Background: an optimization exercise with open tools, aiming at a short achievable clock period and few clock cycles. Do not read the settings as production practice.
Function was checked by simulation only, so behaviour that the tests miss may differ from the original.
Power figures rest on the tool's default switching activity, not on a simulated workload.

==> inputs of v26 <==
## PROCESSOR
module PROCESSOR(
			input wire Clk,
			input wire Resetin,
			output wire [9:0] imem_addr,
			input wire [31:0] imem_data,
			output wire [9:0] dmem_addr,
			output wire [31:0] dmem_wdata,
			output wire dmem_we,
			input wire [31:0] dmem_rdata
    );
localparam OP_ALU  = 6'b100000;
localparam OP_LI   = 6'b111000;
localparam OP_LUI  = 6'b111001;
localparam OP_ADDI = 6'b110000;
localparam OP_ANDI = 6'b110010;
localparam OP_ORI  = 6'b110011;
localparam OP_LB   = 6'b000011;
localparam OP_LW   = 6'b001111;
localparam OP_SB   = 6'b000111;
localparam OP_SW   = 6'b011111;
localparam OP_B    = 6'b111111;
localparam OP_BEQ  = 6'b000000;
localparam OP_BNE  = 6'b000001;
function [31:0] ksadd(input [31:0] x, input [31:0] y, input cin);
	reg [31:0] g, p, t;
	integer i, d;
	begin
		g = x & y;
		p = x ^ y;
		t = p;
		g[0] = g[0] | (p[0] & cin);
		for (d = 1; d < 32; d = d * 2)
			for (i = 31; i >= d; i = i - 1) begin
				g[i] = g[i] | (p[i] & g[i-d]);
				p[i] = p[i] & p[i-d];
			end
		ksadd = t ^ {g[30:0], cin};
	end
endfunction
function [9:0] ksadd10(input [9:0] x, input [9:0] y, input cin);
	reg [9:0] g, p, t;
	integer i, d;
	begin
		g = x & y;
		p = x ^ y;
		t = p;
		g[0] = g[0] | (p[0] & cin);
		for (d = 1; d < 10; d = d * 2)
			for (i = 9; i >= d; i = i - 1) begin
				g[i] = g[i] | (p[i] & g[i-d]);
				p[i] = p[i] & p[i-d];
			end
		ksadd10 = t ^ {g[8:0], cin};
	end
endfunction
wire       stall_d;
wire       eq_e;
  ...
==> flow/config.mk <==
export PLATFORM = sky130hd
export DESIGN_NAME = PROCESSOR
export DESIGN_NICKNAME = PROCESSOR
export VERILOG_FILES = /design/flow/design.v
export SDC_FILE = /design/flow/constraint.sdc
export NUM_CORES = 4
export LEC_CHECK = 0
export ABC_CLOCK_PERIOD_IN_PS = 1500
export CAP_MARGIN = 20
export CORE_MARGIN = 2
export CORE_UTILIZATION = 40
export PLACE_DENSITY = 0.6
export SLEW_MARGIN = 20
==> flow/constraint.sdc <==
create_clock -name core_clock -period 10.0 [get_ports {Clk}]
set_input_delay 2.0000 -clock core_clock [delete_from_list [all_inputs] [get_ports {Clk}]]
set_output_delay 2.0000 -clock core_clock [all_outputs]
set_load 0.01 [all_outputs]
standard.sh (not shown) runs the stock make flow with config.mk's settings and CLKGATE_MAP_FILE= SYNTH_SCRIPT=/design/flow/synth_recipe.tcl, a recipe that flattens the netlist after the stock synthesis.
==> flow/flow/run.sh <==
#!/bin/bash
# Standard layout, with repair_timing aiming for extra setup slack.
set -euo pipefail
bash standard.sh SETUP_SLACK_MARGIN=7.0 finish > standard.log 2>&1
==> v7: changes against v26 <==
==> flow/design.v (replaced) <==
`timescale 1ns / 1ps
module PROCESSOR(
			input wire Clk,
			input wire Resetin,
			output wire [9:0] imem_addr,
			input wire [31:0] imem_data,
			output wire [9:0] dmem_addr,
			output wire [31:0] dmem_wdata,
			output wire dmem_we,
			input wire [31:0] dmem_rdata
    );
localparam OP_ALU  = 6'b100000;
localparam OP_LI   = 6'b111000;
localparam OP_LUI  = 6'b111001;
localparam OP_ADDI = 6'b110000;
localparam OP_ANDI = 6'b110010;
localparam OP_ORI  = 6'b110011;
localparam OP_LB   = 6'b000011;
localparam OP_LW   = 6'b001111;
localparam OP_SB   = 6'b000111;
localparam OP_SW   = 6'b011111;
localparam OP_B    = 6'b111111;
localparam OP_BEQ  = 6'b000000;
localparam OP_BNE  = 6'b000001;
wire       stall_d;
wire       redirect_e;
reg  [9:0] rtgt_e, rtgtp1_e;
reg  [9:0] pc_f, pcp1_f;
wire [31:0] ir_d = imem_data;
wire [5:0] op_d  = ir_d[31:26];
wire       pred_d  = (op_d == OP_B) | (((op_d == OP_BEQ) | (op_d == OP_BNE)) & ir_d[15]);
wire [9:0] tgt_d   = pcp1_f + ir_d[9:0];
wire [9:0] tgtp1_d = pcp1_f + ir_d[9:0] + 10'd1;
assign imem_addr = pc_f;
always @(posedge Clk) begin
	if (Resetin) begin
		pc_f   <= 10'd0;
		pcp1_f <= 10'd1;
	end else if (redirect_e) begin
		pc_f   <= rtgt_e;
		pcp1_f <= rtgtp1_e;
	end else if (!stall_d) begin
		if (pred_d) begin
			pc_f   <= tgt_d;
			pcp1_f <= tgtp1_d;
		end else begin
			pc_f   <= pcp1_f;
			pcp1_f <= pcp1_f + 10'd1;
		end
	end
end
wire [4:0] rs_d = ir_d[25:21];
wire [4:0] rd_d = ir_d[20:16];
wire [4:0] rt_d = ir_d[15:11];
wire [3:0] fn_d = ir_d[3:0];
wire is_alu_d  = (op_d == OP_ALU);
wire is_li_d   = (op_d == OP_LI) | (op_d == OP_ADDI);
wire is_lui_d  = (op_d == OP_LUI);
wire is_andi_d = (op_d == OP_ANDI);
wire is_ori_d  = (op_d == OP_ORI);
wire is_imm_d  = is_li_d | is_lui_d | is_andi_d | is_ori_d;
wire is_lb_d   = (op_d == OP_LB);
wire is_lw_d   = (op_d == OP_LW);
wire is_ld_d   = is_lb_d | is_lw_d;
wire is_sb_d   = (op_d == OP_SB);
wire is_sw_d   = (op_d == OP_SW);
wire is_st_d   = is_sb_d | is_sw_d;
wire is_b_d    = (op_d == OP_B);
wire is_beq_d  = (op_d == OP_BEQ);
wire is_bne_d  = (op_d == OP_BNE);
wire f_add_d = is_alu_d & (fn_d == 4'b0000);
wire f_sub_d = is_alu_d & (fn_d == 4'b0001);
wire f_and_d = is_alu_d & (fn_d == 4'b0010);
wire f_or_d  = is_alu_d & (fn_d == 4'b0011);
wire f_not_d = is_alu_d & (fn_d == 4'b0100);
wire f_sra_d = is_alu_d & (fn_d == 4'b1000);
wire f_srl_d = is_alu_d & (fn_d == 4'b1010);
wire f_sll_d = is_alu_d & (fn_d == 4'b1001);
wire f_rol_d = is_alu_d & (fn_d == 4'b1100);
wire f_ror_d = is_alu_d & (fn_d == 4'b1101);
wire one_op_d = f_not_d | f_sra_d | f_srl_d | f_sll_d | f_rol_d | f_ror_d;
wire use1_d   = !is_b_d;
wire usert_d  = is_alu_d & !one_op_d;
wire userd_d  = is_st_d | is_beq_d | is_bne_d;
wire wr_d     = (is_alu_d | is_imm_d | is_ld_d) & (rd_d != 5'd0);
wire useimm_d = is_imm_d | is_ld_d | is_st_d;
wire [31:0] imm_d = is_lui_d ? {ir_d[15:0], 16'b0} :
                    (is_andi_d | is_ori_d) ? {16'b0, ir_d[15:0]} :
                    {{16{ir_d[15]}}, ir_d[15:0]};
wire       nz_d   = |ir_d[9:0];
wire [9:0] rtgt_d = pred_d ? pcp1_f : tgt_d;
reg [31:0] rf [1:31];
wire [31:0] rf_rs = rf[rs_d];
wire [31:0] rf_rt = rf[rt_d];
wire [31:0] rf_rd = rf[rd_d];
reg        wr_m, ld_m, lb_m, we_m;
reg  [4:0] rd_m;
reg [31:0] res_m, wdata_m, wbv_w;
wire [31:0] ldv_m = lb_m ? {24'b0, dmem_rdata[7:0]} : dmem_rdata;
wire [31:0] wbv_m = ld_m ? ldv_m : res_m;
reg        v_e, wr_e, ld_e;
reg  [4:0] rd_e;
wire hitE_s = wr_e & (rd_e == rs_d);
wire hitE_t = wr_e & (rd_e == rt_d);
wire hitE_d = wr_e & (rd_e == rd_d);
wire hitM_s = wr_m & (rd_m == rs_d);
wire hitM_t = wr_m & (rd_m == rt_d);
wire hitM_d = wr_m & (rd_m == rd_d);
assign stall_d = ld_e & ((use1_d & hitE_s) | (usert_d & hitE_t) | (userd_d & hitE_d));
reg [31:0] rs_e, rt_e, rdv_e, imm_e;
reg        a_res, a_w, a_rf;
reg        b_res, b_w, b_rf, b_imm;
reg        c_res, c_w, c_rf;
reg        st_e, sb_e, lb_e, beq_e, bne_e, brc_e, pred_e;
reg        s_add, s_sub, s_and, s_or, s_not, s_sra, s_srl, s_sll, s_rol, s_ror;
wire go_d = !stall_d & !redirect_e;
always @(posedge Clk) begin
	if (Resetin) begin
		v_e  <= 1'b0;
		wr_e <= 1'b0;
		ld_e <= 1'b0;
		st_e <= 1'b0;
		brc_e <= 1'b0;
	end else begin
		v_e  <= go_d;
		wr_e <= go_d & wr_d;
		ld_e <= go_d & is_ld_d;
		st_e <= go_d & is_st_d;
		brc_e <= go_d & (is_beq_d | is_bne_d) & nz_d;
	end
	rd_e   <= rd_d;
	rs_e   <= rf_rs;
	rt_e   <= rf_rt;
	rdv_e  <= rf_rd;
	imm_e  <= imm_d;
	a_res  <= hitE_s;
	a_w    <= !hitE_s & hitM_s;
	a_rf   <= !hitE_s & !hitM_s & (rs_d != 5'd0);
	b_imm  <= useimm_d;
	b_res  <= !useimm_d & hitE_t;
	b_w    <= !useimm_d & !hitE_t & hitM_t;
	b_rf   <= !useimm_d & !hitE_t & !hitM_t & (rt_d != 5'd0);
	c_res  <= hitE_d;
	c_w    <= !hitE_d & hitM_d;
	c_rf   <= !hitE_d & !hitM_d & (rd_d != 5'd0);
	sb_e   <= is_sb_d;
	lb_e   <= is_lb_d;
	beq_e  <= is_beq_d;
	bne_e  <= is_bne_d;
	pred_e <= pred_d;
	rtgt_e <= rtgt_d;
	rtgtp1_e <= rtgt_d + 10'd1;
	s_add <= f_add_d | is_li_d | is_lui_d | is_ld_d | is_st_d;
	s_sub <= f_sub_d;
	s_and <= f_and_d | is_andi_d;
	s_or  <= f_or_d | is_ori_d;
	s_not <= f_not_d;
	s_sra <= f_sra_d;
	s_srl <= f_srl_d;
	s_sll <= f_sll_d;
	s_rol <= f_rol_d;
	s_ror <= f_ror_d;
end
wire [31:0] A = ({32{a_res}} & res_m) | ({32{a_w}} & wbv_w) | ({32{a_rf}} & rs_e);
wire [31:0] B = ({32{b_res}} & res_m) | ({32{b_w}} & wbv_w) | ({32{b_rf}} & rt_e) | ({32{b_imm}} & imm_e);
wire [31:0] C = ({32{c_res}} & res_m) | ({32{c_w}} & wbv_w) | ({32{c_rf}} & rdv_e);
wire [31:0] sum = A + B;
wire [31:0] dif = A - B;
wire [31:0] res_e = ({32{s_add}} & sum)
                  | ({32{s_sub}} & dif)
                  | ({32{s_and}} & (A & B))
                  | ({32{s_or}}  & (A | B))
                  | ({32{s_not}} & ~A)
                  | ({32{s_sra}} & {A[31], A[31:1]})
                  | ({32{s_srl}} & {1'b0, A[31:1]})
                  | ({32{s_sll}} & {A[30:0], 1'b0})
                  | ({32{s_rol}} & {A[30:0], A[31]})
                  | ({32{s_ror}} & {A[0], A[31:1]});
wire eq_e    = (A == C);
wire taken_e = (beq_e & eq_e) | (bne_e & !eq_e);
assign redirect_e = brc_e & (taken_e != pred_e);
always @(posedge Clk) begin
	if (Resetin) begin
		wr_m <= 1'b0;
		we_m <= 1'b0;
	end else begin
		wr_m <= wr_e;
		we_m <= st_e;
	end
	ld_m    <= ld_e;
	lb_m    <= lb_e;
	rd_m    <= rd_e;
	res_m   <= res_e;
	wdata_m <= sb_e ? {24'b0, C[7:0]} : C;
	wbv_w   <= wbv_m;
end
always @(posedge Clk)
	if (wr_m)
		rf[rd_m] <= wbv_m;
assign dmem_addr  = res_m[11:2];
assign dmem_wdata = wdata_m;
assign dmem_we    = we_m;
endmodule
==> flow/flow/run.sh (replaced) <==
#!/bin/bash
# Standard layout, with repair_timing aiming for extra setup slack.
set -euo pipefail
bash standard.sh SETUP_SLACK_MARGIN=6.8 finish > standard.log 2>&1
Settings changed: ABC_CLOCK_PERIOD_IN_PS 1500 to 3000.
==> v33: changes against v26 <==
--- a/flow/design.v
+++ b/flow/design.v
@@ -54,20 +54,24 @@
 		ksadd10 = t ^ {g[8:0], cin};
 	end
 endfunction
 wire       stall_d;
 wire       eq_e;
 reg        r_eq_e, r_ne_e;
-reg  [9:0] rtgt_e, rtgtp1_e;
+reg  [9:0] pcp1_e, off_e;
+reg        pred_e;
+wire [9:0] rtgt_e   = pred_e ? pcp1_e : ksadd10(pcp1_e, off_e, 1'b0);
+wire [9:0] rtgtp1_e = pred_e ? pcp1_e + 10'd1 : ksadd10(pcp1_e, off_e, 1'b1);
 reg  [9:0] pc_f, pcp1_f;
 wire [31:0] ir_d = imem_data;
 wire [5:0] op_d  = ir_d[31:26];
-reg  [1:0] bht [0:63];
-reg [63:0] bht_v;
-wire [5:0] bidx_d = pcp1_f[5:0];
-wire       bpred_d = bht_v[bidx_d] ? bht[bidx_d][1] : ir_d[15];
+reg  [1:0] bht [0:31];
+reg [31:0] bht_v, tk_bk, tk_fw;
+wire [4:0] bidx_d = pcp1_f[4:0];
+reg        pk_v, pk_bk, pk_fw;
+wire       bpred_d = pk_v ? (ir_d[15] ? pk_bk : pk_fw) : ir_d[15];
 wire       pred_d  = (op_d == OP_B) | (((op_d == OP_BEQ) | (op_d == OP_BNE)) & bpred_d);
 wire [9:0] tgt_d   = ksadd10(pcp1_f, ir_d[9:0], 1'b0);
 wire [9:0] tgtp1_d = ksadd10(pcp1_f, ir_d[9:0], 1'b1);
 wire [9:0] pcp2_f  = pcp1_f + 10'd1;
 assign imem_addr = pc_f;
 wire [9:0] pc_norm   = stall_d ? pc_f   : (pred_d ? tgt_d   : pcp1_f);
@@ -81,12 +85,23 @@
 	begin
 		pc_f   <= 10'd0;
 		pcp1_f <= 10'd1;
 	end else begin
 		pc_f   <= eq_e ? pc_eq   : pc_ne;
 		pcp1_f <= eq_e ? pcp1_eq : pcp1_ne;
+	end
+end
+wire pk_norm = stall_d ? pk_v : !pred_d;
+always @(posedge Clk) begin
+	if (Resetin)
+		pk_v <= 1'b0;
+	else
+		pk_v <= eq_e ? (!r_eq_e & pk_norm) : (!r_ne_e & pk_norm);
+	if (!stall_d) begin
+		pk_bk <= tk_bk[pcp2_f[4:0]];
+		pk_fw <= tk_fw[pcp2_f[4:0]];
 	end
 end
 wire [4:0] rs_d = ir_d[25:21];
 wire [4:0] rd_d = ir_d[20:16];
 wire [4:0] rt_d = ir_d[15:11];
 wire [3:0] fn_d = ir_d[3:0];
@@ -122,14 +137,12 @@
 wire wr_d     = (is_alu_d | is_imm_d | is_ld_d) & (rd_d != 5'd0);
 wire useimm_d = is_imm_d | is_ld_d | is_st_d;
 wire [31:0] imm_d = is_lui_d ? {ir_d[15:0], 16'b0} :
                     (is_andi_d | is_ori_d) ? {16'b0, ir_d[15:0]} :
                     {{16{ir_d[15]}}, ir_d[15:0]};
 wire       nz_d   = |ir_d[9:0];
-wire [9:0] rtgt_d   = pred_d ? pcp1_f : tgt_d;
-wire [9:0] rtgtp1_d = pred_d ? pcp2_f : tgtp1_d;
 reg [31:0] rf [1:31];
 wire [31:0] rf_rs = rf[rs_d];
 wire [31:0] rf_rt = rf[rt_d];
 wire [31:0] rf_rd = rf[rd_d];
 reg        wr_m, ld_m, lb_m, we_m;
 reg  [4:0] rd_m;
@@ -150,13 +163,13 @@
 reg        a_res, a_w, a_rf;
 reg        b_res, b_w, b_rf, b_imm;
 reg        b_resn, b_wn, b_rfn, b_ones;
 reg        c_res, c_w, c_rf;
 reg        st_e, sb_e, lb_e;
 reg        bc_e, beq_e;
-reg  [5:0] bidx_e;
+reg  [4:0] bidx_e;
 reg        s_ar, s_sub, s_and, s_or, s_not, s_sra, s_srl, s_sll, s_rol, s_ror;
 wire go_eq = !stall_d & !r_eq_e;
 wire go_ne = !stall_d & !r_ne_e;
 wire go_d  = eq_e ? go_eq : go_ne;
 wire brc_d = (is_beq_d | is_bne_d) & nz_d;
 always @(posedge Clk) begin
@@ -195,16 +208,17 @@
 	b_ones <= f_sub_d & !hitE_t & !hitM_t & (rt_d == 5'd0);
 	c_res  <= hitE_d;
 	c_w    <= !hitE_d & hitM_d;
 	c_rf   <= !hitE_d & !hitM_d & (rd_d != 5'd0);
 	sb_e   <= is_sb_d;
 	lb_e   <= is_lb_d;
-	rtgt_e   <= rtgt_d;
+	pcp1_e   <= pcp1_f;
+	off_e    <= ir_d[9:0];
+	pred_e   <= pred_d;
 	beq_e    <= is_beq_d;
 	bidx_e   <= bidx_d;
-	rtgtp1_e <= rtgtp1_d;
 	s_ar  <= f_add_d | f_sub_d | is_li_d | is_lui_d | is_ld_d | is_st_d;
 	s_sub <= f_sub_d;
 	s_and <= f_and_d | is_andi_d;
 	s_or  <= f_or_d | is_ori_d;
 	s_not <= f_not_d;
 	s_sra <= f_sra_d;
@@ -246,33 +260,36 @@
 	wbv_w   <= wbv_m;
 end
 always @(posedge Clk)
 	if (wr_m)
 		rf[rd_m] <= wbv_m;
 reg       bu_v, bu_t;
-reg [5:0] bu_idx;
+reg [4:0] bu_idx;
 always @(posedge Clk) begin
 	if (Resetin)
 		bu_v <= 1'b0;
 	else
 		bu_v <= bc_e;
 	bu_t   <= !(beq_e ^ eq_e);
 	bu_idx <= bidx_e;
 end
-always @(posedge Clk) begin
-	if (Resetin)
-		bht_v <= 64'd0;
-	else if (bu_v)
+wire [1:0] bht_old = bht[bu_idx];
+wire [1:0] bht_new = !bht_v[bu_idx] ? (bu_t ? 2'b10 : 2'b01) :
+                     bu_t ? ((bht_old == 2'b11) ? 2'b11 : bht_old + 2'b01) :
+                            ((bht_old == 2'b00) ? 2'b00 : bht_old - 2'b01);
+always @(posedge Clk) begin
+	if (Resetin) begin
+		bht_v <= 32'd0;
+		tk_bk <= 32'hffffffff;
+		tk_fw <= 32'd0;
+	end else if (bu_v) begin
 		bht_v[bu_idx] <= 1'b1;
-	if (bu_v) begin
-		if (!bht_v[bu_idx])
-			bht[bu_idx] <= bu_t ? 2'b10 : 2'b01;
-		else if (bu_t)
-			bht[bu_idx] <= (bht[bu_idx] == 2'b11) ? 2'b11 : bht[bu_idx] + 2'b01;
-		else
-			bht[bu_idx] <= (bht[bu_idx] == 2'b00) ? 2'b00 : bht[bu_idx] - 2'b01;
-	end
+		tk_bk[bu_idx] <= bht_new[1];
+		tk_fw[bu_idx] <= bht_new[1];
+	end
+	if (bu_v)
+		bht[bu_idx] <= bht_new;
 end
 assign dmem_addr  = addr_m;
 assign dmem_wdata = wdata_m;
 assign dmem_we    = we_m;
 endmodule
==> v13: changes against v26 <==
--- a/flow/design.v
+++ b/flow/design.v
@@ -54,20 +54,23 @@
 		ksadd10 = t ^ {g[8:0], cin};
 	end
 endfunction
 wire       stall_d;
 wire       eq_e;
 reg        r_eq_e, r_ne_e;
-reg  [9:0] rtgt_e, rtgtp1_e;
+reg  [9:0] pcp1_e, off_e;
+reg        pred_e;
+wire [9:0] rtgt_e   = pred_e ? pcp1_e : ksadd10(pcp1_e, off_e, 1'b0);
+wire [9:0] rtgtp1_e = pred_e ? pcp1_e + 10'd1 : ksadd10(pcp1_e, off_e, 1'b1);
 reg  [9:0] pc_f, pcp1_f;
 wire [31:0] ir_d = imem_data;
 wire [5:0] op_d  = ir_d[31:26];
-reg  [1:0] bht [0:63];
-reg [63:0] bht_v;
-wire [5:0] bidx_d = pcp1_f[5:0];
-wire       bpred_d = bht_v[bidx_d] ? bht[bidx_d][1] : ir_d[15];
+reg  [1:0] bht [0:31];
+reg [31:0] bht_v, tk_bk, tk_fw;
+wire [4:0] bidx_d = pcp1_f[4:0];
+wire       bpred_d = ir_d[15] ? tk_bk[bidx_d] : tk_fw[bidx_d];
 wire       pred_d  = (op_d == OP_B) | (((op_d == OP_BEQ) | (op_d == OP_BNE)) & bpred_d);
 wire [9:0] tgt_d   = ksadd10(pcp1_f, ir_d[9:0], 1'b0);
 wire [9:0] tgtp1_d = ksadd10(pcp1_f, ir_d[9:0], 1'b1);
 wire [9:0] pcp2_f  = pcp1_f + 10'd1;
 assign imem_addr = pc_f;
 wire [9:0] pc_norm   = stall_d ? pc_f   : (pred_d ? tgt_d   : pcp1_f);
@@ -122,14 +125,12 @@
 wire wr_d     = (is_alu_d | is_imm_d | is_ld_d) & (rd_d != 5'd0);
 wire useimm_d = is_imm_d | is_ld_d | is_st_d;
 wire [31:0] imm_d = is_lui_d ? {ir_d[15:0], 16'b0} :
                     (is_andi_d | is_ori_d) ? {16'b0, ir_d[15:0]} :
                     {{16{ir_d[15]}}, ir_d[15:0]};
 wire       nz_d   = |ir_d[9:0];
-wire [9:0] rtgt_d   = pred_d ? pcp1_f : tgt_d;
-wire [9:0] rtgtp1_d = pred_d ? pcp2_f : tgtp1_d;
 reg [31:0] rf [1:31];
 wire [31:0] rf_rs = rf[rs_d];
 wire [31:0] rf_rt = rf[rt_d];
 wire [31:0] rf_rd = rf[rd_d];
 reg        wr_m, ld_m, lb_m, we_m;
 reg  [4:0] rd_m;
@@ -150,13 +151,13 @@
 reg        a_res, a_w, a_rf;
 reg        b_res, b_w, b_rf, b_imm;
 reg        b_resn, b_wn, b_rfn, b_ones;
 reg        c_res, c_w, c_rf;
 reg        st_e, sb_e, lb_e;
 reg        bc_e, beq_e;
-reg  [5:0] bidx_e;
+reg  [4:0] bidx_e;
 reg        s_ar, s_sub, s_and, s_or, s_not, s_sra, s_srl, s_sll, s_rol, s_ror;
 wire go_eq = !stall_d & !r_eq_e;
 wire go_ne = !stall_d & !r_ne_e;
 wire go_d  = eq_e ? go_eq : go_ne;
 wire brc_d = (is_beq_d | is_bne_d) & nz_d;
 always @(posedge Clk) begin
@@ -195,16 +196,17 @@
 	b_ones <= f_sub_d & !hitE_t & !hitM_t & (rt_d == 5'd0);
 	c_res  <= hitE_d;
 	c_w    <= !hitE_d & hitM_d;
 	c_rf   <= !hitE_d & !hitM_d & (rd_d != 5'd0);
 	sb_e   <= is_sb_d;
 	lb_e   <= is_lb_d;
-	rtgt_e   <= rtgt_d;
+	pcp1_e   <= pcp1_f;
+	off_e    <= ir_d[9:0];
+	pred_e   <= pred_d;
 	beq_e    <= is_beq_d;
 	bidx_e   <= bidx_d;
-	rtgtp1_e <= rtgtp1_d;
 	s_ar  <= f_add_d | f_sub_d | is_li_d | is_lui_d | is_ld_d | is_st_d;
 	s_sub <= f_sub_d;
 	s_and <= f_and_d | is_andi_d;
 	s_or  <= f_or_d | is_ori_d;
 	s_not <= f_not_d;
 	s_sra <= f_sra_d;
@@ -246,33 +248,36 @@
 	wbv_w   <= wbv_m;
 end
 always @(posedge Clk)
 	if (wr_m)
 		rf[rd_m] <= wbv_m;
 reg       bu_v, bu_t;
-reg [5:0] bu_idx;
+reg [4:0] bu_idx;
 always @(posedge Clk) begin
 	if (Resetin)
 		bu_v <= 1'b0;
 	else
 		bu_v <= bc_e;
 	bu_t   <= !(beq_e ^ eq_e);
 	bu_idx <= bidx_e;
 end
-always @(posedge Clk) begin
-	if (Resetin)
-		bht_v <= 64'd0;
-	else if (bu_v)
+wire [1:0] bht_old = bht[bu_idx];
+wire [1:0] bht_new = !bht_v[bu_idx] ? (bu_t ? 2'b10 : 2'b01) :
+                     bu_t ? ((bht_old == 2'b11) ? 2'b11 : bht_old + 2'b01) :
+                            ((bht_old == 2'b00) ? 2'b00 : bht_old - 2'b01);
+always @(posedge Clk) begin
+	if (Resetin) begin
+		bht_v <= 32'd0;
+		tk_bk <= 32'hffffffff;
+		tk_fw <= 32'd0;
+	end else if (bu_v) begin
 		bht_v[bu_idx] <= 1'b1;
-	if (bu_v) begin
-		if (!bht_v[bu_idx])
-			bht[bu_idx] <= bu_t ? 2'b10 : 2'b01;
-		else if (bu_t)
-			bht[bu_idx] <= (bht[bu_idx] == 2'b11) ? 2'b11 : bht[bu_idx] + 2'b01;
-		else
-			bht[bu_idx] <= (bht[bu_idx] == 2'b00) ? 2'b00 : bht[bu_idx] - 2'b01;
-	end
+		tk_bk[bu_idx] <= bht_new[1];
+		tk_fw[bu_idx] <= bht_new[1];
+	end
+	if (bu_v)
+		bht[bu_idx] <= bht_new;
 end
 assign dmem_addr  = addr_m;
 assign dmem_wdata = wdata_m;
 assign dmem_we    = we_m;
 endmodule
==> comparison <==
Against v7, the clock power of v26 is larger by about 20%.
Wire length: v26 > v33 > v13 > v7.
Flip-flop and latch count, lowest first: v7, v13, v33, v26.
Against v26, the critical path depth of v13 is lower by 4.
Maximum frequency: v13 is larger than v33 (about 6%).
Design area: v26 > v13 > v33 > v7.
Count of clock-buffer cells in the layout: v7 < v13 < v33 < v26.
Synthesized area: v26 > v33 > v13 > v7.
Cell count: v7 < v13 < v33 < v26.
Between v13 and v7, the lower via count is in v7 (gap about 7%, measured against v7).
Testbench counts of v26, summed over its fixed seeds: cycles 34,124.
Testbench counts of v7, summed over its fixed seeds: cycles 34,408.
Testbench counts of v33, summed over its fixed seeds: cycles 34,240.
Testbench counts of v13, summed over its fixed seeds: cycles 34,148.

-- separate check: timing with driven ports --
The flow's constraints put no driver on any port. The routed layouts listed below were extracted and timed again, unchanged, in two steps.
Step 1 (the two cells are an assumption about what drives the block):
set clk [get_ports {Clk}]
set_driving_cell -lib_cell sky130_fd_sc_hd__clkbuf_16 $clk
set_driving_cell -lib_cell sky130_fd_sc_hd__buf_2 [delete_from_list [all_inputs] $clk]
Step 2 adds t to the input delays and takes it off the output delays; t is the mean of the earliest and latest rising clock arrival at the registers after step 1. Input paths then give back, and output paths get back, about the clock's delay inside the block.
a / b / c = no drivers / after step 1 / after step 2; a / b = the first two.
run | t, ns | slack for setup (ns) | worst setup path after step 2
v26 | 0.935 | 6.552 / 6.403 / 5.468 | input to register
v7 | 0.877 | 6.036 / 6.036 / 5.413 | input to register
v33 | 0.925 | 6.084 / 6.084 / 5.619 | input to register
v13 | 0.907 | 6.318 / 6.367 / 5.460 | input to register
After both steps every run listed still meets setup and hold. For v26, which loses most, drivers alone change the setup slack by -0.149 ns; drivers and shift together by -1.084 ns.
